This design comes from an exercise in tuning for small area, a short achievable clock period and few clock cycles on the open sky130 flow, not from production work.
No functional check of the RTL was part of any run shown here.

## design/flow/flow/run.sh

```bash
#!/bin/bash
# The standard layout, with the timing repair asked to leave extra setup slack
# (the clock, constraints and every other setting stay the design's).
set -euo pipefail
bash standard.sh SETUP_SLACK_MARGIN=7.7 finish > layout.log 2>&1
```

## design/flow/standard.sh

```bash
#!/bin/bash
# synth_recipe.tcl (not shown) runs the flow's synth.tcl, then flattens the netlist and writes it again
# the make line also repeats each setting of config.mk as NAME=value (left out here)
make -C /OpenROAD-flow-scripts/flow DESIGN_CONFIG=/design/flow/config.mk WORK_HOME=/design/flow/orfs CLKGATE_MAP_FILE= SYNTH_SCRIPT=/design/flow/synth_recipe.tcl "${@:-finish}"
```

## design/flow/config.mk

```make
export PLATFORM = sky130hd
export DESIGN_NAME = DivSqrtRecF64
export DESIGN_NICKNAME = DivSqrtRecF64
export VERILOG_FILES = /design/flow/design.v
export SDC_FILE = /design/flow/constraint.sdc
export NUM_CORES = 8
export LEC_CHECK = 0
export CAP_MARGIN = 20
export CORE_MARGIN = 2
export CORE_UTILIZATION = 40
export SETUP_SLACK_MARGIN = 0.3
export SLEW_MARGIN = 20
```

## design/flow/constraint.sdc

```tcl
create_clock -name core_clock -period 11.0 [get_ports {clock}]
set_input_delay 2.2000 -clock core_clock [delete_from_list [all_inputs] [get_ports {clock}]]
set_output_delay 2.2000 -clock core_clock [all_outputs]
set_load 0.01 [all_outputs]
```

## design/flow/design.v

```verilog
module RoundMask(
  input  [12:0] sExp,
  output [53:0] mask
);
  wire [11:0] _roundMask_T_1 = ~(sExp[11:0]);
  wire [64:0] roundMask_shift = $signed(65'sh10000000000000000 >>> _roundMask_T_1[5:0]);
  wire [7:0]  _GEN = {{roundMask_shift[24:21], roundMask_shift[28:27]} & 6'h33, 2'h0} | {roundMask_shift[28:25], roundMask_shift[32:29]} & 8'h33;
  wire [18:0] _GEN_0 = {roundMask_shift[18:17], roundMask_shift[20:19], roundMask_shift[22:21], _GEN, roundMask_shift[32:31], roundMask_shift[34:33], roundMask_shift[36]} & 19'h55555;
  wire [64:0] roundMask_shift_1 = $signed(65'sh10000000000000000 >>> _roundMask_T_1[5:0]);
  wire [53:0] _roundMask_T_129 = _roundMask_T_1[11] ? (_roundMask_T_1[10] ? {~(_roundMask_T_1[9] | _roundMask_T_1[8] | _roundMask_T_1[7] | _roundMask_T_1[6] ? 51'h0 : ~{roundMask_shift[13], roundMask_shift[14], roundMask_shift[15], roundMask_shift[16], roundMask_shift[17], _GEN_0[18:15] | {roundMask_shift[20:19], roundMask_shift[22:21]} & 4'h5, _GEN_0[14:7] | _GEN & 8'h55, _GEN[1], _GEN_0[5] | roundMask_shift[31], roundMask_shift[32], roundMask_shift[33], {_GEN_0[2:0], 1'h0} | {roundMask_shift[36:35], roundMask_shift[38:37]} & 4'h5, roundMask_shift[38], roundMask_shift[39], roundMask_shift[40], roundMask_shift[41], roundMask_shift[42], roundMask_shift[43], roundMask_shift[44], roundMask_shift[45], roundMask_shift[46], roundMask_shift[47], roundMask_shift[48], roundMask_shift[49], {{roundMask_shift[50:49], roundMask_shift[52]} & 3'h5, 1'h0} | {roundMask_shift[52:51], roundMask_shift[54:53]} & 4'h5, roundMask_shift[54], roundMask_shift[55], roundMask_shift[56], roundMask_shift[57], roundMask_shift[58], roundMask_shift[59], roundMask_shift[60], roundMask_shift[61], roundMask_shift[62], roundMask_shift[63]}), 3'h7} : {51'h0, _roundMask_T_1[9] & _roundMask_T_1[8] & _roundMask_T_1[7] & _roundMask_T_1[6] ? {roundMask_shift_1[0], roundMask_shift_1[1], roundMask_shift_1[2]} : 3'h0}) : 54'h0;
  assign mask = _roundMask_T_129;
endmodule
module RoundPre(
  input  [12:0] sExp,
  input  [54:0] sig,         
  output [53:0] kept,        
  output        roundPos,
  output        extra
);
  wire [53:0] mask;
  RoundMask rm (.sExp(sExp), .mask(mask));
  wire [55:0] s = {1'b0, sig};
  assign kept     = s[55:2] | mask;
  assign roundPos = |(s[55:1] & {1'b1, ~mask} & {mask, 1'b1});
  assign extra    = |(s[54:0] & {mask, 1'b1});
endmodule
module RoundPost(
  input         io_invalidExc,
                io_infiniteExc,
                io_in_isNaN,
                io_in_isInf,
                io_in_isZero,
                io_in_sign,
  input  [12:0] io_in_sExp,
  input  [53:0] kept,
  input         roundPos,
  input         extra,
  input  [2:0]  io_roundingMode,
  output [64:0] io_out,
  output [4:0]  io_exceptionFlags
);
  wire [53:0] mask;
  RoundMask rm (.sExp(io_in_sExp), .mask(mask));
  wire        roundingMode_near_even = io_roundingMode == 3'h0;
  wire        roundingMode_odd = io_roundingMode == 3'h6;
  wire        roundMagUp = io_roundingMode == 3'h2 & io_in_sign | io_roundingMode == 3'h3 & ~io_in_sign;
  wire [54:0] _GEN_1 = {1'h1, ~mask};
  wire [54:0] _GEN_2 = {mask, 1'h1};
  wire        anyRound = roundPos | extra;
  wire        _overflow_roundMagUp_T = roundingMode_near_even | io_roundingMode == 3'h4;
  wire        doInc = _overflow_roundMagUp_T & roundPos | roundMagUp & anyRound;
  wire [54:0] incSig = {1'h0, kept} + 55'h1 & ~(roundingMode_near_even & roundPos & ~extra ? {mask, 1'h1} : 55'h0);
  wire [54:0] truncSig = {1'h0, kept & ~mask} | (roundingMode_odd & anyRound ? _GEN_1 & _GEN_2 : 55'h0);
  wire [54:0] roundedSig = doInc ? incSig : truncSig;
  wire [13:0] e0 = {io_in_sExp[12], io_in_sExp};
  wire [13:0] e1 = e0 + 14'h1;
  wire [13:0] e2 = e0 + 14'h2;
  wire        tu0 = $signed(e0) < 14'sh3CE;
  wire        tu1 = $signed(e1) < 14'sh3CE;
  wire        tu2 = $signed(e2) < 14'sh3CE;
  wire        ov0 = $signed(e0[13:10]) > 4'sh2;
  wire        ov1 = $signed(e1[13:10]) > 4'sh2;
  wire        ov2 = $signed(e2[13:10]) > 4'sh2;
  wire        sel1 = ~roundedSig[54] & roundedSig[53];
  wire        sel2 = roundedSig[54];
  wire [13:0] sRoundedExp = sel2 ? e2 : sel1 ? e1 : e0;
  wire        common_totalUnderflow = sel2 ? tu2 : sel1 ? tu1 : tu0;
  wire        expOverflow = sel2 ? ov2 : sel1 ? ov1 : ov0;
  wire        isNaNOut = io_invalidExc | io_in_isNaN;
  wire        notNaN_isSpecialInfOut = io_infiniteExc | io_in_isInf;
  wire        commonCase = ~isNaNOut & ~notNaN_isSpecialInfOut & ~io_in_isZero;
  wire        overflow = commonCase & expOverflow;
  wire        overflow_roundMagUp = _overflow_roundMagUp_T | roundMagUp;
  wire        pegMinNonzeroMagOut = commonCase & common_totalUnderflow & (roundMagUp | roundingMode_odd);
  wire        pegMaxFiniteMagOut = overflow & ~overflow_roundMagUp;
  wire        notNaN_isInfOut = notNaN_isSpecialInfOut | overflow & overflow_roundMagUp;
  assign io_out = {~isNaNOut & io_in_sign, sRoundedExp[11:0] & ~(io_in_isZero | common_totalUnderflow ? 12'hE00 : 12'h0) & ~(pegMinNonzeroMagOut ? 12'hC31 : 12'h0) & {1'h1, ~pegMaxFiniteMagOut, 10'h3FF} & {2'h3, ~notNaN_isInfOut, 9'h1FF} | (pegMinNonzeroMagOut ? 12'h3CE : 12'h0) | (pegMaxFiniteMagOut ? 12'hBFF : 12'h0) | (notNaN_isInfOut ? 12'hC00 : 12'h0) | (isNaNOut ? 12'hE00 : 12'h0), (isNaNOut | io_in_isZero | common_totalUnderflow ? {isNaNOut, 51'h0} : roundedSig[51:0]) | {52{pegMaxFiniteMagOut}}};
  assign io_exceptionFlags = {io_invalidExc, io_infiniteExc, overflow, commonCase & (common_totalUnderflow | anyRound & io_in_sExp[12:11] != 2'h1 & mask[0]), overflow | commonCase & (common_totalUnderflow | anyRound)};
endmodule
module SrtDigit(
  input  [4:0] es,
  input  [4:0] ec,
  output       dp,
  output       dz,
  output       dn
);
  wire [4:0] ey = es + ec;
  assign dz = &(es ^ ec);
  assign dp = ~dz & ~ey[4];
  assign dn = ~dz & ey[4];
endmodule
module SrtStep(
  input  [57:0] ws,
  input  [57:0] wc,
  input  [54:0] q,
  input  [54:0] qm,
  input  [54:0] m,        
  input  [57:0] xp,
  input  [57:0] xn,
  input         dp,
  input         dz,
  input         dn,
  output [57:0] ws_o,
  output [57:0] wc_o,
  output [54:0] q_o,
  output [54:0] qm_o
);
  wire [57:0] f  = ({58{dp}} & ~xp) | ({58{dn}} & xn);
  wire [57:0] a  = {ws[56:0], 1'b0};
  wire [57:0] b  = {wc[56:0], 1'b0};
  wire [57:0] mj = (a & b) | (a & f) | (b & f);
  assign ws_o = a ^ b ^ f;
  assign wc_o = {mj[56:0], dp};
  assign q_o  = dp ? (q | m) : dz ? q : (qm | m);
  assign qm_o = dp ? q : dz ? (qm | m) : qm;
endmodule
module SrtNextDigit(
  input  [5:0] ws,        
  input  [5:0] wc,
  input  [5:0] xp,        
  input  [5:0] xn,
  input        dp,
  input        dn,
  output       ndp,
  output       ndz,
  output       ndn
);
  wire [5:0] f  = ({6{dp}} & ~xp) | ({6{dn}} & xn);
  wire [5:0] s  = ws ^ wc ^ f;
  wire [5:0] c  = (ws & wc) | (ws & f) | (wc & f);
  SrtDigit d (.es(s[5:1]), .ec(c[4:0]), .dp(ndp), .dz(ndz), .dn(ndn));
endmodule
module DivSqrtRecF64(
  input         clock,
                reset,
  output        io_inReady_div,
                io_inReady_sqrt,
  input         io_inValid,
                io_sqrtOp,
  input  [64:0] io_a,
                io_b,
  input  [2:0]  io_roundingMode,
  output        io_outValid_div,
                io_outValid_sqrt,
  output [64:0] io_out,
  output [4:0]  io_exceptionFlags
);
  reg         busy;
  reg         ready;       
  reg  [4:0]  cnt;
  reg         sqrtOp;
  reg  [2:0]  rm;
  reg         sign;
  reg         isNaN, isInf, isZero, majorExc;
  reg  [12:0] sExp;
  reg  [11:0] expB;
  reg  [51:0] fractB;
  reg  [57:0] ws, wc;
  reg  [54:0] q, qm;
  reg  [64:0] out;
  reg  [4:0]  flags;
  reg         ovDiv, ovSqrt;
  reg         nrm, rExtra;
  wire rawA_isZero = io_a[63:61] == 3'h0;
  wire rawA_isNaN  = (&io_a[63:62]) & io_a[61];
  wire rawA_isInf  = (&io_a[63:62]) & ~io_a[61];
  wire rawB_isZero = io_b[63:61] == 3'h0;
  wire rawB_isNaN  = (&io_b[63:62]) & io_b[61];
  wire rawB_isInf  = (&io_b[63:62]) & ~io_b[61];
  wire nvDiv  = rawA_isZero & rawB_isZero | rawA_isInf & rawB_isInf;
  wire nvSqrt = ~rawB_isNaN & ~rawB_isZero & io_b[64];
  wire majorExc_S = io_sqrtOp
    ? rawB_isNaN & ~io_b[51] | nvSqrt
    : rawA_isNaN & ~io_a[51] | rawB_isNaN & ~io_b[51] | nvDiv
      | ~rawA_isNaN & ~rawA_isInf & rawB_isZero;
  wire isNaN_S  = io_sqrtOp ? rawB_isNaN | nvSqrt : rawA_isNaN | rawB_isNaN | nvDiv;
  wire isInf_S  = io_sqrtOp ? rawB_isInf : rawA_isInf | rawB_isZero;
  wire isZero_S = io_sqrtOp ? rawB_isZero : rawA_isZero | rawB_isInf;
  wire sign_S   = ~io_sqrtOp & io_a[64] ^ io_b[64];
  wire [57:0] ws0 = io_sqrtOp
    ? (io_b[52] ? {4'b0, 1'b1, io_b[51:0], 1'b0} : {5'b0, 1'b1, io_b[51:0]})
    : {4'b0, 1'b1, io_a[51:0], 1'b1};
  wire [57:0] wc0 = io_sqrtOp ? {4'hF, 54'h0} : ~{4'b0, 1'b1, io_b[51:0], 1'b0};
  wire [57:0] dv = {4'b0, 1'b1, fractB, 1'b0};
  wire [54:0] m1, m2;
  genvar k;
  generate
    for (k = 0; k < 27; k = k + 1) begin : g_pos
      wire hit = cnt == k;
      assign m1[53 - 2*k] = hit;
      assign m1[52 - 2*k] = 1'b0;
      assign m2[52 - 2*k] = hit;
      assign m2[53 - 2*k] = 1'b0;
    end
  endgenerate
  assign m1[54] = 1'b0;
  assign m2[54] = 1'b0;
  wire [57:0] xp1 = sqrtOp ? {2'b0, q, 1'b0} | {3'b0, m1} : dv;
  wire [57:0] xn1 = sqrtOp ? {2'b0, qm, 1'b0} | {2'b0, m1, 1'b0} | {3'b0, m1} : dv;
  wire        dp1, dz1, dn1;
  SrtDigit dg1 (.es(ws[56:52]), .ec(wc[56:52]), .dp(dp1), .dz(dz1), .dn(dn1));
  wire        pdp, pdz, pdn, zdp, zdz, zdn, ndp, ndz, ndn;
  SrtNextDigit nxp (.ws(ws[55:50]), .wc(wc[55:50]), .xp(xp1[56:51]), .xn(xn1[56:51]),
                    .dp(1'b1), .dn(1'b0), .ndp(pdp), .ndz(pdz), .ndn(pdn));
  SrtNextDigit nxz (.ws(ws[55:50]), .wc(wc[55:50]), .xp(xp1[56:51]), .xn(xn1[56:51]),
                    .dp(1'b0), .dn(1'b0), .ndp(zdp), .ndz(zdz), .ndn(zdn));
  SrtNextDigit nxn (.ws(ws[55:50]), .wc(wc[55:50]), .xp(xp1[56:51]), .xn(xn1[56:51]),
                    .dp(1'b0), .dn(1'b1), .ndp(ndp), .ndz(ndz), .ndn(ndn));
  wire        dp2 = dp1 ? pdp : dz1 ? zdp : ndp;
  wire        dz2 = dp1 ? pdz : dz1 ? zdz : ndz;
  wire        dn2 = dp1 ? pdn : dz1 ? zdn : ndn;
  wire [57:0] ws1, wc1, ws2, wc2;
  wire [54:0] q1, qm1, q2, qm2;
  SrtStep st1 (.ws(ws), .wc(wc), .q(q), .qm(qm), .m(m1), .xp(xp1), .xn(xn1),
               .dp(dp1), .dz(dz1), .dn(dn1), .ws_o(ws1), .wc_o(wc1), .q_o(q1), .qm_o(qm1));
  wire [57:0] xp2 = sqrtOp ? {2'b0, q1, 1'b0} | {3'b0, m2} : dv;
  wire [57:0] xn2 = sqrtOp ? {2'b0, qm1, 1'b0} | {2'b0, m2, 1'b0} | {3'b0, m2} : dv;
  SrtStep st2 (.ws(ws1), .wc(wc1), .q(q1), .qm(qm1), .m(m2), .xp(xp2), .xn(xn2),
               .dp(dp2), .dz(dz2), .dn(dn2), .ws_o(ws2), .wc_o(wc2), .q_o(q2), .qm_o(qm2));
  wire [57:0] wsum = ws + wc;
  wire        remNeg = wsum[57];
  wire [57:0] zt0 = (ws ^ wc) ^ {(ws[56:0] | wc[56:0]), 1'b0};
  wire        remZero = ~|zt0;
  wire [57:0] xr = sqrtOp ? {2'b0, qm, 1'b1} : dv;
  wire [57:0] rs = ws ^ wc ^ xr;
  wire [57:0] rc = {((ws[56:0] & wc[56:0]) | (ws[56:0] & xr[56:0]) | (wc[56:0] & xr[56:0])), 1'b0};
  wire [57:0] zt1 = (rs ^ rc) ^ {(rs[56:0] | rc[56:0]), 1'b0};
  wire        remZeroN = ~|zt1;
  wire [54:0] sigQ  = nrm ? {q[54:1], q[0]} : {q[53:0], 1'b0};
  wire [54:0] sigQM = nrm ? {qm[54:1], qm[0]} : {qm[53:0], 1'b0};
  wire [54:0] sigS  = remNeg ? sigQM : sigQ;
  wire        stk   = remNeg ? ~remZeroN : ~remZero;
  wire [54:0] sigF  = {sigS[54:1], sigS[0] | stk};
  wire [53:0] kept;
  wire        roundPos, extra;
  RoundPre rpre (.sExp(sExp), .sig(sigF), .kept(kept), .roundPos(roundPos), .extra(extra));
  wire [13:0] sExpQuot = {1'b0, sExp} + {{3{expB[11]}}, ~expB[10:0]};
  wire [12:0] sExpDiv  = {$signed(sExpQuot) > 14'shDFF ? 4'h6 : sExpQuot[12:9], sExpQuot[8:0]};
  wire [12:0] sExpSqrt = {2'b0, expB[11:1]} + 13'h400;
  wire        ge = ws[52:1] >= fractB;       
  wire [64:0] rOut;
  wire [4:0]  rFlags;
  RoundPost rpost (
    .io_invalidExc     (majorExc & isNaN),
    .io_infiniteExc    (majorExc & ~isNaN),
    .io_in_isNaN       (isNaN),
    .io_in_isInf       (isInf),
    .io_in_isZero      (isZero),
    .io_in_sign        (sign),
    .io_in_sExp        (sExp),
    .kept              (q[53:0]),
    .roundPos          (q[54]),
    .extra             (rExtra),
    .io_roundingMode   (rm),
    .io_out            (rOut),
    .io_exceptionFlags (rFlags)
  );
  always @(posedge clock) begin
    if (reset) begin
      busy   <= 1'b0;
      ready  <= 1'b1;
      ovDiv  <= 1'b0;
      ovSqrt <= 1'b0;
    end else begin
      busy   <= busy ? cnt != 5'd28 : io_inValid;
      ready  <= busy ? cnt == 5'd28 : ~io_inValid;
      ovDiv  <= busy & cnt == 5'd28 & ~sqrtOp;
      ovSqrt <= busy & cnt == 5'd28 & sqrtOp;
    end
    cnt <= busy ? cnt + 5'd1 : 5'd0;
    if (~busy) begin
      sqrtOp   <= io_sqrtOp;
      rm       <= io_roundingMode;
      sign     <= sign_S;
      isNaN    <= isNaN_S;
      isInf    <= isInf_S;
      isZero   <= isZero_S;
      majorExc <= majorExc_S;
      expB     <= io_b[63:52];
      fractB   <= io_b[51:0];
    end
    if (~busy)
      sExp <= {1'b0, io_a[63:52]};
    else if (cnt == 5'd0)
      sExp <= sqrtOp ? sExpSqrt : sExpDiv;
    else if (cnt == 5'd1)
      sExp <= sExp + {12'h0, nrm};
    if (cnt == 5'd0)
      nrm <= ~sqrtOp & ge;
    if (cnt == 5'd27)
      rExtra <= extra;
    ws <= busy ? ws2 : ws0;
    wc <= busy ? wc2 : wc0;
    q  <= ~busy ? {1'b1, 54'h0} : cnt == 5'd27 ? {roundPos, kept} : q2;
    qm <= ~busy ? 55'h0 : qm2;
    out   <= rOut;
    flags <= rFlags;
  end
  assign io_inReady_div    = ready;
  assign io_inReady_sqrt   = ready;
  assign io_outValid_div   = ovDiv;
  assign io_outValid_sqrt  = ovSqrt;
  assign io_out            = out;
  assign io_exceptionFlags = flags;
endmodule
```

==> results of run 1 <==
[Yosys cell counts (all sizes together), types with 12 or more instances]
cell type	number
nor4	30
o31ai	28
fa	178
nand2	467
nand2b	20
o311a	26
mux4	54
o32a	22
a221oi	14
dfxtp	306
nand4	74
o21ai	446
inv	351
a31oi	75
o32ai	53
a32oi	13
o211ai	42
a311oi	29
ha	263
xor2	103
mux2i	108
a211oi	36
a21o	23
and3	26
buf	70
nor3	175
clkbuf	276
nor2b	32
and2	37
a21oi	400
xnor2	103
nor2	403
or2	13
nand3	90
o22ai	13
edfxtp	87
a22oi	16
o22a	30
or3	12
[cell type report]
class | instances | area, um^2
Timing Repair Buffer | 574 | 6590
Antenna cell | 6 | 15.0
Multi-Input combinational cell | 3564 | 29700
Inverter | 353 | 1390
Clock buffer | 61 | 1340
Fill cell | 8293 | 41600
Clock inverter | 33 | 409
Timing Repair inverter | 1 | 5.00
Tap cell | 1186 | 1480
Sequential cell | 393 | 9060
[state kept, by name, summed over array words and instances (netlist names)]
| register | flops |
|---|---|
| busy | 1 |
| cnt | 5 |
| expB | 12 |
| flags | 5 |
| fractB | 52 |
| isInf | 1 |
| isNaN | 1 |
| isZero | 1 |
| majorExc | 1 |
| nrm | 1 |
| out | 65 |
| ovDiv | 1 |
| ovSqrt | 1 |
| q | 55 |
| qm | 55 |
| rExtra | 1 |
| ready | 1 |
| rm | 3 |
| sExp | 13 |
| sign | 1 |
| sqrtOp | 1 |
| wc | 58 |
| ws | 58 |
[per-stage QoR]
step	hold slack, ns	instances
after detailed placement	0.447	5749
after global placement	0.441	5749
after CTS	0.461	6044
after floorplan	0.424	4647
final	0.487	6171
after global routing	0.495	6166
[per-layer routing]
layer,vias up,GRT usage [%],wire (um)
met5,-,0.672,265
met4,10,23.2,15600
met3,826,12.1,25600
met2,3145,55.2,79100
met1,19400,50.8,74400
li1,17200,-,-
[how the worst max path moves through the flow]
stage	start	end	slack (ns)
4_1_cts	cnt[0]	ws[13]	6.48
3_3_place_gp	cnt[4]	ws[21]	5.04
3_5_place_dp	cnt[4]	ws[21]	4.87
2_1_floorplan	cnt[1]	ws[7]	6.82
5_1_grt	cnt[0]	ws[19]	6.26
6_report	ws[54]	ws[45]	6.33
[kinds of logic (layout without fill, tap and decap cells)]
family                     count (synthesis)  in the layout  synth area share, %
and+or+nand+nor                         1404           1407                 17.1
AOI/OAI and AO/OA                       1340           1346                 22.3
buffers and inverters                    699           1022                 7.24
adders and majority gates                441            441                 18.5
DFF                                      393            393                 23.6
xor gates and xnor gates                 206            206                 4.88
muxes                                    164            164                 6.27
other                                      0              6                    0
[timing repair]
item	in CTS	in global routing
endpoints found under the hold margin	0	0
resized for setup	1125	387
pin swaps	149	164
buffers inserted	156	104
setup endpoints to repair	372	342
gates cloned	45	17
==> flow_summary.yaml, run 1 <==
timing:
  slew_violations: 0
  finalSetupTns_ns: 0
  rsz0062_at_grt: "yes"
  fin_skew_ns: 0.0239
  period_minus_slack_ns: 4.67
  finalSetupViolations: 0
  fmax_mhz: 214
  layout_setup_ws_ns: 6.33
  worstMarginPinSlew_ns: 1.13
  period_share_pct: 42.5
  hold_viol: 0
  relSlewSlack_pct: 24.6
synth:
  avgSynthCellArea_um2: 7.96
  yosys_warnings: 1
  yosysUniqueCellTypes: 78
  synth_async_sr_flop_share_pct: 0
  synth_area_leaders: "dfxtp_1 17%, fa_1 9.6%, ha_1 8.9%"
  synth_area_um2: 37000
  syn_nets: 5225
  ys_ff_latch: 393
  ys_seq_area_share_pct: 23.6
  synth_top_area_cell: "dfxtp_1"
  synth_flop_cell: "dfxtp_1"
  yosysTopAreaCellShare_pct: 16.6
  synth_edf_count: 87
  postSynthCellCount: 4647
placed_design:
  dp_hpwl_um: 129000
  portBuffers: 210
  dpl_cell_area_um2: 40500
  gp_congestion: 1.05
  place_ws_ns: 4.87
worst_hold_path:
  hold_start: "cnt[0]"
  holdPathEnd: "cnt[0]"
  hp-class: "flop to flop"
  hold_depth: 1
setup_path:
  cp-end-kind: "flop"
  setup.worst_path.start_class: "flop"
  slowest_stage: "mux2i_1"
  worstPathMaxFanout: 62
  path_buf_inv: 2
  worst-r2r-cell-count: 13
  crit_family: "simple AND/OR/NAND/NOR gates"
  max_stage_delay_ns: 0.88
  cpMostUsedCell: "nand2_1"
  required_ns: 11.59
  arrival_ns: 5.26
  path_depth: 13
  r2r-end: "ws[45]"
  rrSetupSlack_ns: 6.33
  worstSetupPathType: "flop to flop"
  crit_path_cell_trace: "inv_2 > ha_4 > and4_4 > nand2_1 > nand2_2 > buf_8 > mux2i_1 > a31oi_1 > o21ai_2 > o211ai_1 > fa_2 > nand2_1 > o21ai_1"
  reg2reg_from: "ws[54]"
cts:
  clk_pin_slew_ns: 0.06
  cts_tree: "built"
  clk_latency_ns: 0.67
  h-tree-depth: 2
  numCtsBuffers: 50
  clockBufferDepth: 3
  root_buffer: "clkbuf_16"
  cts_sinks: 393
  cts_hold_buf: 0
routing:
  num_vias: 40600
  wl_per_cell_um: 31.6
  via_per_inst: 6.58
  wirelength_um: 195000
  drc: 0
  ant_nets: 0
  drt_iter0_markers: 6331
  drt-pass1-iter-count: 9
final_layout:
  area_growth_pct: 35.3
  layout_common_cells: "439 x nand2_1, 357 x nor2_1, 324 x inv_1"
  layout_commonest_cell: "nand2_1"
  fin_area_um2: 50000
  nNetsFinal: 5515
  final_core_util_pct: 54.6
  final_layout_size_suffix_gt1_share_pct: 27.7
grt:
  grt_usage_pct: 38.7
  grt_pass1_vias: 37700
  grt_pass1_wl_um: 268000
  grt_start_max_net_pins: 94
  antenna_found_initial: 7
  overflow: 0
die:
  io_pins: 211
  start_util_pct: 40.3
  dieArea_um2: 94900
  die_h_um: 308
  rows: 111
  core_um2: 91700
  die_w_um: 308
run:
  cap_violations: 0
outcome:
  status: "timing/DRC/antenna clean"
==> inputs of run 2 (changes only) <==
--- a/design/flow/design.v
+++ b/design/flow/design.v
@@ -78,57 +78,49 @@
   assign io_exceptionFlags = {io_invalidExc, io_infiniteExc, overflow, commonCase & (common_totalUnderflow | anyRound & io_in_sExp[12:11] != 2'h1 & mask[0]), overflow | commonCase & (common_totalUnderflow | anyRound)};
 endmodule
 module SrtDigit(
-  input  [4:0] es,
-  input  [4:0] ec,
+  input  [3:0] es,
+  input  [3:0] ec,
   output       dp,
   output       dz,
   output       dn
 );
-  wire [4:0] ey = es + ec;
-  assign dz = &(es ^ ec);
-  assign dp = ~dz & ~ey[4];
-  assign dn = ~dz & ey[4];
+  wire [3:0] g = es & ec;
+  wire [3:0] t = es | ec;
+  wire       c3 = g[2] | t[2] & g[1] | t[2] & t[1] & g[0];    
+  wire       neg = es[3] ^ ec[3] ^ c3;                        
+  assign dz = &(t & ~g);                                      
+  assign dp = ~dz & ~neg;
+  assign dn = ~dz & neg;
 endmodule
 module SrtStep(
   input  [57:0] ws,
   input  [57:0] wc,
-  input  [54:0] q,
-  input  [54:0] qm,
-  input  [54:0] m,        
-  input  [57:0] xp,
-  input  [57:0] xn,
-  input         dp,
-  input         dz,
-  input         dn,
+  input  [57:0] f,
+  input         dp,       
   output [57:0] ws_o,
-  output [57:0] wc_o,
-  output [54:0] q_o,
-  output [54:0] qm_o
+  output [57:0] wc_o
 );
-  wire [57:0] f  = ({58{dp}} & ~xp) | ({58{dn}} & xn);
   wire [57:0] a  = {ws[56:0], 1'b0};
   wire [57:0] b  = {wc[56:0], 1'b0};
   wire [57:0] mj = (a & b) | (a & f) | (b & f);
   assign ws_o = a ^ b ^ f;
   assign wc_o = {mj[56:0], dp};
-  assign q_o  = dp ? (q | m) : dz ? q : (qm | m);
-  assign qm_o = dp ? q : dz ? (qm | m) : qm;
 endmodule
 module SrtNextDigit(
-  input  [5:0] ws,        
-  input  [5:0] wc,
-  input  [5:0] xp,        
-  input  [5:0] xn,
+  input  [4:0] ws,        
+  input  [4:0] wc,
+  input  [4:0] xp,        
+  input  [4:0] xn,
   input        dp,
   input        dn,
   output       ndp,
   output       ndz,
   output       ndn
 );
-  wire [5:0] f  = ({6{dp}} & ~xp) | ({6{dn}} & xn);
-  wire [5:0] s  = ws ^ wc ^ f;
-  wire [5:0] c  = (ws & wc) | (ws & f) | (wc & f);
-  SrtDigit d (.es(s[5:1]), .ec(c[4:0]), .dp(ndp), .dz(ndz), .dn(ndn));
+  wire [4:0] f  = ({5{dp}} & ~xp) | ({5{dn}} & xn);
+  wire [4:0] s  = ws ^ wc ^ f;
+  wire [4:0] c  = (ws & wc) | (ws & f) | (wc & f);
+  SrtDigit d (.es(s[4:1]), .ec(c[3:0]), .dp(ndp), .dz(ndz), .dn(ndn));
 endmodule
 module DivSqrtRecF64(
   input         clock,
@@ -161,6 +153,8 @@
   reg  [4:0]  flags;
   reg         ovDiv, ovSqrt;
   reg         nrm, rExtra;
+  reg         c0, c1;      
+  reg  [4:0]  xpt, xnt;    
   wire rawA_isZero = io_a[63:61] == 3'h0;
   wire rawA_isNaN  = (&io_a[63:62]) & io_a[61];
   wire rawA_isInf  = (&io_a[63:62]) & ~io_a[61];
@@ -179,14 +173,14 @@
   wire sign_S   = ~io_sqrtOp & io_a[64] ^ io_b[64];
   wire [57:0] ws0 = io_sqrtOp
     ? (io_b[52] ? {4'b0, 1'b1, io_b[51:0], 1'b0} : {5'b0, 1'b1, io_b[51:0]})
-    : {4'b0, 1'b1, io_a[51:0], 1'b1};
-  wire [57:0] wc0 = io_sqrtOp ? {4'hF, 54'h0} : ~{4'b0, 1'b1, io_b[51:0], 1'b0};
-  wire [57:0] dv = {4'b0, 1'b1, fractB, 1'b0};
+    : {3'b0, 1'b1, io_a[51:0], 2'b01};
+  wire [57:0] wc0 = io_sqrtOp ? {4'hF, 54'h0} : ~{3'b0, 1'b1, io_b[51:0], 2'b00};
+  wire [57:0] dv = {3'b0, 1'b1, fractB, 2'b0};
   wire [54:0] m1, m2;
   genvar k;
   generate
     for (k = 0; k < 27; k = k + 1) begin : g_pos
-      wire hit = cnt == k;
+      wire hit = k == 0 ? c0 : k == 1 ? c1 : cnt == k;
       assign m1[53 - 2*k] = hit;
       assign m1[52 - 2*k] = 1'b0;
       assign m2[52 - 2*k] = hit;
@@ -195,49 +189,72 @@
   endgenerate
   assign m1[54] = 1'b0;
   assign m2[54] = 1'b0;
-  wire [57:0] xp1 = sqrtOp ? {2'b0, q, 1'b0} | {3'b0, m1} : dv;
-  wire [57:0] xn1 = sqrtOp ? {2'b0, qm, 1'b0} | {2'b0, m1, 1'b0} | {3'b0, m1} : dv;
+  wire [57:0] pa  = sqrtOp ? {2'b0, q, 1'b0}  : dv;
+  wire [57:0] pb  = sqrtOp ? {2'b0, qm, 1'b0} : dv;
+  wire [57:0] m1p = sqrtOp ? {3'b0, m1} : 58'h0;
+  wire [57:0] m1n = sqrtOp ? {2'b0, m1, 1'b0} : 58'h0;
+  wire [57:0] m2p = sqrtOp ? {3'b0, m2} : 58'h0;
+  wire [57:0] m2n = sqrtOp ? {2'b0, m2, 1'b0} : 58'h0;
+  wire [57:0] xp1 = pa | m1p;
+  wire [57:0] xn1 = pb | m1n | m1p;
   wire        dp1, dz1, dn1;
-  SrtDigit dg1 (.es(ws[56:52]), .ec(wc[56:52]), .dp(dp1), .dz(dz1), .dn(dn1));
+  SrtDigit dg1 (.es(ws[56:53]), .ec(wc[56:53]), .dp(dp1), .dz(dz1), .dn(dn1));
   wire        pdp, pdz, pdn, zdp, zdz, zdn, ndp, ndz, ndn;
-  SrtNextDigit nxp (.ws(ws[55:50]), .wc(wc[55:50]), .xp(xp1[56:51]), .xn(xn1[56:51]),
+  SrtNextDigit nxp (.ws(ws[55:51]), .wc(wc[55:51]), .xp(xpt), .xn(xnt),
                     .dp(1'b1), .dn(1'b0), .ndp(pdp), .ndz(pdz), .ndn(pdn));
-  SrtNextDigit nxz (.ws(ws[55:50]), .wc(wc[55:50]), .xp(xp1[56:51]), .xn(xn1[56:51]),
+  SrtNextDigit nxz (.ws(ws[55:51]), .wc(wc[55:51]), .xp(xpt), .xn(xnt),
                     .dp(1'b0), .dn(1'b0), .ndp(zdp), .ndz(zdz), .ndn(zdn));
-  SrtNextDigit nxn (.ws(ws[55:50]), .wc(wc[55:50]), .xp(xp1[56:51]), .xn(xn1[56:51]),
+  SrtNextDigit nxn (.ws(ws[55:51]), .wc(wc[55:51]), .xp(xpt), .xn(xnt),
                     .dp(1'b0), .dn(1'b1), .ndp(ndp), .ndz(ndz), .ndn(ndn));
   wire        dp2 = dp1 ? pdp : dz1 ? zdp : ndp;
   wire        dz2 = dp1 ? pdz : dz1 ? zdz : ndz;
   wire        dn2 = dp1 ? pdn : dz1 ? zdn : ndn;
+  wire [57:0] f1 = ({58{dp1}} & ~xp1) | ({58{dn1}} & xn1);
   wire [57:0] ws1, wc1, ws2, wc2;
-  wire [54:0] q1, qm1, q2, qm2;
-  SrtStep st1 (.ws(ws), .wc(wc), .q(q), .qm(qm), .m(m1), .xp(xp1), .xn(xn1),
-               .dp(dp1), .dz(dz1), .dn(dn1), .ws_o(ws1), .wc_o(wc1), .q_o(q1), .qm_o(qm1));
-  wire [57:0] xp2 = sqrtOp ? {2'b0, q1, 1'b0} | {3'b0, m2} : dv;
-  wire [57:0] xn2 = sqrtOp ? {2'b0, qm1, 1'b0} | {2'b0, m2, 1'b0} | {3'b0, m2} : dv;
-  SrtStep st2 (.ws(ws1), .wc(wc1), .q(q1), .qm(qm1), .m(m2), .xp(xp2), .xn(xn2),
-               .dp(dp2), .dz(dz2), .dn(dn2), .ws_o(ws2), .wc_o(wc2), .q_o(q2), .qm_o(qm2));
+  SrtStep st1 (.ws(ws), .wc(wc), .f(f1), .dp(dp1), .ws_o(ws1), .wc_o(wc1));
+  wire [57:0] xp2 = (dn1 ? pb : pa) | (m1n & {58{~dz1}}) | m2p;
+  wire [57:0] xn2 = (dp1 ? pa : pb) | (m1n & {58{dz1}}) | m2n | m2p;
+  wire [57:0] f2 = ({58{dp2}} & ~xp2) | ({58{dn2}} & xn2);
+  SrtStep st2 (.ws(ws1), .wc(wc1), .f(f2), .dp(dp2), .ws_o(ws2), .wc_o(wc2));
+  wire        vge = dp1 | dz1 & ~dn2;
+  wire        vgt = dp1 | dz1 & dp2;
+  wire        hiq = ~dz1 ^ dn2;                  
+  wire        loq = ~dz2;
+  wire        him = dz1 ^ dp2;                   
+  wire        lom = dz2;
+  wire [54:0] q2  = (vge ? q : qm) | (m1 & {55{hiq}}) | (m2 & {55{loq}});
+  wire [54:0] qm2 = (vgt ? q : qm) | (m1 & {55{him}}) | (m2 & {55{lom}});
+  wire        sqN  = busy ? sqrtOp : io_sqrtOp;
+  wire [54:0] qN   = busy ? q2 : {1'b1, 54'h0};
+  wire [54:0] qmN  = busy ? qm2 : 55'h0;
+  wire [1:0]  fbN  = busy ? fractB[51:50] : io_b[51:50];
+  wire        c0N  = ~busy;
+  wire        c1N  = busy & c0;
+  wire [4:0]  xptN = sqN ? {1'b0, qN[54], qN[53], qN[52] | c0N, qN[51]} : {2'b0, 1'b1, fbN};
+  wire [4:0]  xntN = sqN ? {1'b0, qmN[54], qmN[53] | c0N, qmN[52] | c0N, qmN[51] | c1N} : {2'b0, 1'b1, fbN};
   wire [57:0] wsum = ws + wc;
   wire        remNeg = wsum[57];
   wire [57:0] zt0 = (ws ^ wc) ^ {(ws[56:0] | wc[56:0]), 1'b0};
   wire        remZero = ~|zt0;
-  wire [57:0] xr = sqrtOp ? {2'b0, qm, 1'b1} : dv;
+  wire [57:0] xr = pb | {57'h0, sqrtOp};
   wire [57:0] rs = ws ^ wc ^ xr;
   wire [57:0] rc = {((ws[56:0] & wc[56:0]) | (ws[56:0] & xr[56:0]) | (wc[56:0] & xr[56:0])), 1'b0};
   wire [57:0] zt1 = (rs ^ rc) ^ {(rs[56:0] | rc[56:0]), 1'b0};
   wire        remZeroN = ~|zt1;
   wire [54:0] sigQ  = nrm ? {q[54:1], q[0]} : {q[53:0], 1'b0};
   wire [54:0] sigQM = nrm ? {qm[54:1], qm[0]} : {qm[53:0], 1'b0};
-  wire [54:0] sigS  = remNeg ? sigQM : sigQ;
   wire        stk   = remNeg ? ~remZeroN : ~remZero;
-  wire [54:0] sigF  = {sigS[54:1], sigS[0] | stk};
-  wire [53:0] kept;
-  wire        roundPos, extra;
-  RoundPre rpre (.sExp(sExp), .sig(sigF), .kept(kept), .roundPos(roundPos), .extra(extra));
+  wire [53:0] keptQ, keptQM;
+  wire        posQ, posQM, extQ, extQM;
+  RoundPre rpq  (.sExp(sExp), .sig(sigQ),  .kept(keptQ),  .roundPos(posQ),  .extra(extQ));
+  RoundPre rpqm (.sExp(sExp), .sig(sigQM), .kept(keptQM), .roundPos(posQM), .extra(extQM));
+  wire [53:0] kept     = remNeg ? keptQM : keptQ;
+  wire        roundPos = remNeg ? posQM : posQ;
+  wire        extra    = (remNeg ? extQM : extQ) | stk;
   wire [13:0] sExpQuot = {1'b0, sExp} + {{3{expB[11]}}, ~expB[10:0]};
   wire [12:0] sExpDiv  = {$signed(sExpQuot) > 14'shDFF ? 4'h6 : sExpQuot[12:9], sExpQuot[8:0]};
   wire [12:0] sExpSqrt = {2'b0, expB[11:1]} + 13'h400;
-  wire        ge = ws[52:1] >= fractB;       
+  wire        ge = ws[53:2] >= fractB;       
   wire [64:0] rOut;
   wire [4:0]  rFlags;
   RoundPost rpost (
@@ -268,6 +285,10 @@
       ovSqrt <= busy & cnt == 5'd28 & sqrtOp;
     end
     cnt <= busy ? cnt + 5'd1 : 5'd0;
+    c0  <= c0N;
+    c1  <= c1N;
+    xpt <= xptN;
+    xnt <= xntN;
     if (~busy) begin
       sqrtOp   <= io_sqrtOp;
       rm       <= io_roundingMode;
==> design/flow/flow/run.sh (replaced) <==
#!/bin/bash
# The standard layout (standard.sh), with two changes to how it is made:
#  - adders are left to ABC as plain gates instead of being mapped to the
#    library's full/half adder cells (ADDER_MAP_FILE empty);
#  - the timing repair steps aim for extra setup slack (SETUP_SLACK_MARGIN).
# The clock, the constraints and the rest of the flow are the design's.
set -euo pipefail
bash standard.sh ADDER_MAP_FILE= SETUP_SLACK_MARGIN=7.9 finish > layout.log 2>&1
--- a/design/flow/config.mk
+++ b/design/flow/config.mk
@@ -5,6 +5,7 @@
 export SDC_FILE = /design/flow/constraint.sdc
 export NUM_CORES = 8
 export LEC_CHECK = 0
+export ABC_AREA = 1
 export CAP_MARGIN = 20
 export CORE_MARGIN = 2
 export CORE_UTILIZATION = 40
==> flow_summary.yaml, run 2 <==
timing:
  worstMarginPinSlew_ns: 1.02
  worst_hold_slack_ns: 0.494
  relSlewSlack_pct: 32.1
  period_share_pct: 30.2
  finalSetupViolations: 0
  rsz0062_at_grt: "yes"
  period_minus_slack_ns: 3.33
  fmax_mhz: 301
  hold_viol: 0
  layout_setup_ws_ns: 7.67
  slew_violations: 0
  finalSetupTns_ns: 0
  fin_skew_ns: 0.0367
final_layout:
  multi_input_area_um2: 26600
  area_growth_pct: 21.5
  nNetsFinal: 7257
  regMostFlops: "out"
  final_layout_size_suffix_gt1_share_pct: 11.7
  layout_common_cells: "2,042 x nand2_1, 859 x inv_1, 731 x nor2_1"
  reg_top3: "out (65), wc (58), ws (58)"
  fillers: 10400
  largest_reg_flops: 65
  layout_commonest_cell: "nand2_1"
  regArea_um2: 9010
setup_path:
  required_ns: 8.80
  worstPathMaxFanout: 2
  worstSetupPathType: "flop to output port"
  path_buf_inv: 1
  crit_family: "flip-flops"
  slowest_stage: "dfxtp_2"
  max_stage_delay_ns: 0.36
  setup.worst_path.start_class: "flop"
  arrival_ns: 1.13
  cp-end-kind: "output port"
  crit_path_cell_trace: "buf_6"
synth:
  synth_top_area_cell: "nand2_1"
  yosysTopAreaCellShare_pct: 20.5
  yosysMostFrequentCell: "nand2_1"
  syn_nets: 7036
  synthTopCellsByCount: "2,106 x nand2_1, 887 x inv_1, 803 x nor2_1"
  synth_edf_count: 86
  avgSynthCellArea_um2: 5.58
  synth_async_sr_flop_share_pct: 0
  synth_area_um2: 38500
  yosys_warnings: 1
  ys_ff_latch: 403
  ys_seq_area_share_pct: 23.2
  yosysUniqueCellTypes: 70
  synth_flop_cell: "dfxtp_1"
  postSynthCellCount: 6899
  synth_area_leaders: "nand2_1 21%, dfxtp_1 16%, o21ai_0 9.8%"
die:
  core_um2: 95200
  die_w_um: 314
  rows: 113
  die_h_um: 314
  dieArea_um2: 98800
  start_util_pct: 40.5
  io_pins: 211
grt:
  overflow: 0
  grt_pass1_wl_um: 296000
  grt_start_max_net_pins: 104
  grt_pass1_vias: 43200
  grt_usage_pct: 40.4
  antenna_found_initial: 8
cts:
  clk_pin_slew_ns: 0.06
  cts_hold_buf: 0
  h-tree-depth: 2
  root_buffer: "clkbuf_16"
  numCtsBuffers: 51
  cts_sinks: 403
  clk_latency_ns: 0.69
  cts_tree: "built"
  clockBufferDepth: 3
routing:
  ant_nets: 0
  drc: 0
  drt-pass1-iter-count: 8
  drt_iter0_markers: 6868
  num_vias: 49200
  wl_per_cell_um: 24.9
  wirelength_um: 210000
  via_per_inst: 5.83
run:
  cap_violations: 0
placed_design:
  dp_hpwl_um: 153000
  portBuffers: 210
  gp_congestion: 1.07
  place_ws_ns: 5.73
outcome:
  status: "timing/DRC/antenna clean"
worst_hold_path:
  hp-class: "flop to flop"
## run 2: cell types whose count changed after synthesis, sizes merged, moves of 107 or more
cell	previous run	this run
mux2i	108	1
inv	351	900
nor2	403	820
nand2	467	2119
o21ai	446	791
ha	263	0
nand3	90	563
a21oi	400	244
fa	178	0
clkbuf	276	151
## run 2: through the flow
step / cell area (um^2) / instances / utilization, %
floorplan: 38600 / 6899 / -
detailed placement: 41500 / 8152 / 43.6
global route: 46800 / 8427 / 49.2
global placement: 41500 / 8151 / 43.6
CTS: 45200 / 8350 / 47.5
finish: 46800 / 8432 / 49.2
## run 2: cell type report
class	count	area share [%]
Antenna cell	5	0.0267
Timing Repair Buffer	429	9.06
Clock inverter	28	0.815
Inverter	903	7.51
Tap cell	1265	3.38
Sequential cell	403	19.2
Timing Repair inverter	4	0.0802
Clock buffer	67	3.14
Multi-Input combinational cell	5328	56.8
## run 2: worst min-delay path, stage by stage, from the launching register on
cell and delay, ns:
dfxtp_1 0.32, nand2_1 0.06, a31oi_1 0.06
## run 2: kinds of logic (layout without fill, tap and decap cells)
| logic type | count (synthesis) | after routing | synth area share, % |
|---|---|---|---|
| other | 0 | 5 | 0 |
| and+or+nand+nor | 3740 | 3756 | 40.1 |
| AOI/OAI and AO/OA | 1358 | 1358 | 19.8 |
| DFF | 403 | 403 | 23.2 |
| xor gates and xnor gates | 213 | 213 | 4.84 |
| buffers and inverters | 1184 | 1431 | 12.0 |
| muxes | 1 | 1 | 0.0260 |
## run 2: worst paths after layout
check                from             end  slack [ns]  cells past startpoint
setup / recovery    ready  io_inReady_div        7.67                      1
hold / removal     qm[44]          qm[44]        0.49                      2
setup reg to reg  sExp[2]          rExtra        7.83                     19
hold reg to reg    qm[44]          qm[44]        0.49                      2
## run 2: routing by layer
layer	global-route usage, %	part of all wire [%]	vias up
met5	0	0.028	-
met4	24.0	7.2	8
met3	8.46	12	636
met2	60.1	41	3159
met1	53.8	40	22600
li1	-	-	22800
## run 2: timing repair
action / 4_1_cts / 5_1_grt
gates resized for setup: 582 / 292
pin swaps: 32 / 33
gates cloned: 22 / 9
setup buffers: 81 / 68
setup endpoints to repair: 376 / 371

## afterwards: timing with drivers on the ports
Ports are ideal in the flow. The routed layouts listed here were re-timed in OpenROAD.
Step 1 assumes that a clkbuf_16 drives the clock port and a buf_2 every other input.
Step 2 moves the port delays by t, midway between the first and last clock arrival at a register: inputs arrive t later, outputs are due t later. That takes back most of the time a late clock gives input paths.
Three values: ideal, step 1, step 2; two values: the first two.
run	shift t [ns]	setup WS [ns]	hold WS [ns]	worst setup path after step 2	cell pins on the clock port's net
run 1	0.728	6.326 / 6.326 / 6.326	0.487 / 0.487 / 0.487	register to register	1
run 2	0.744	7.674 / 7.597 / 7.280	0.494 / 0.494 / 0.494	input to register	1
After both steps setup and hold are still met in every run listed. The setup slack of run 2, which loses most, moves by -0.077 ns with the drivers and by -0.394 ns with both steps.
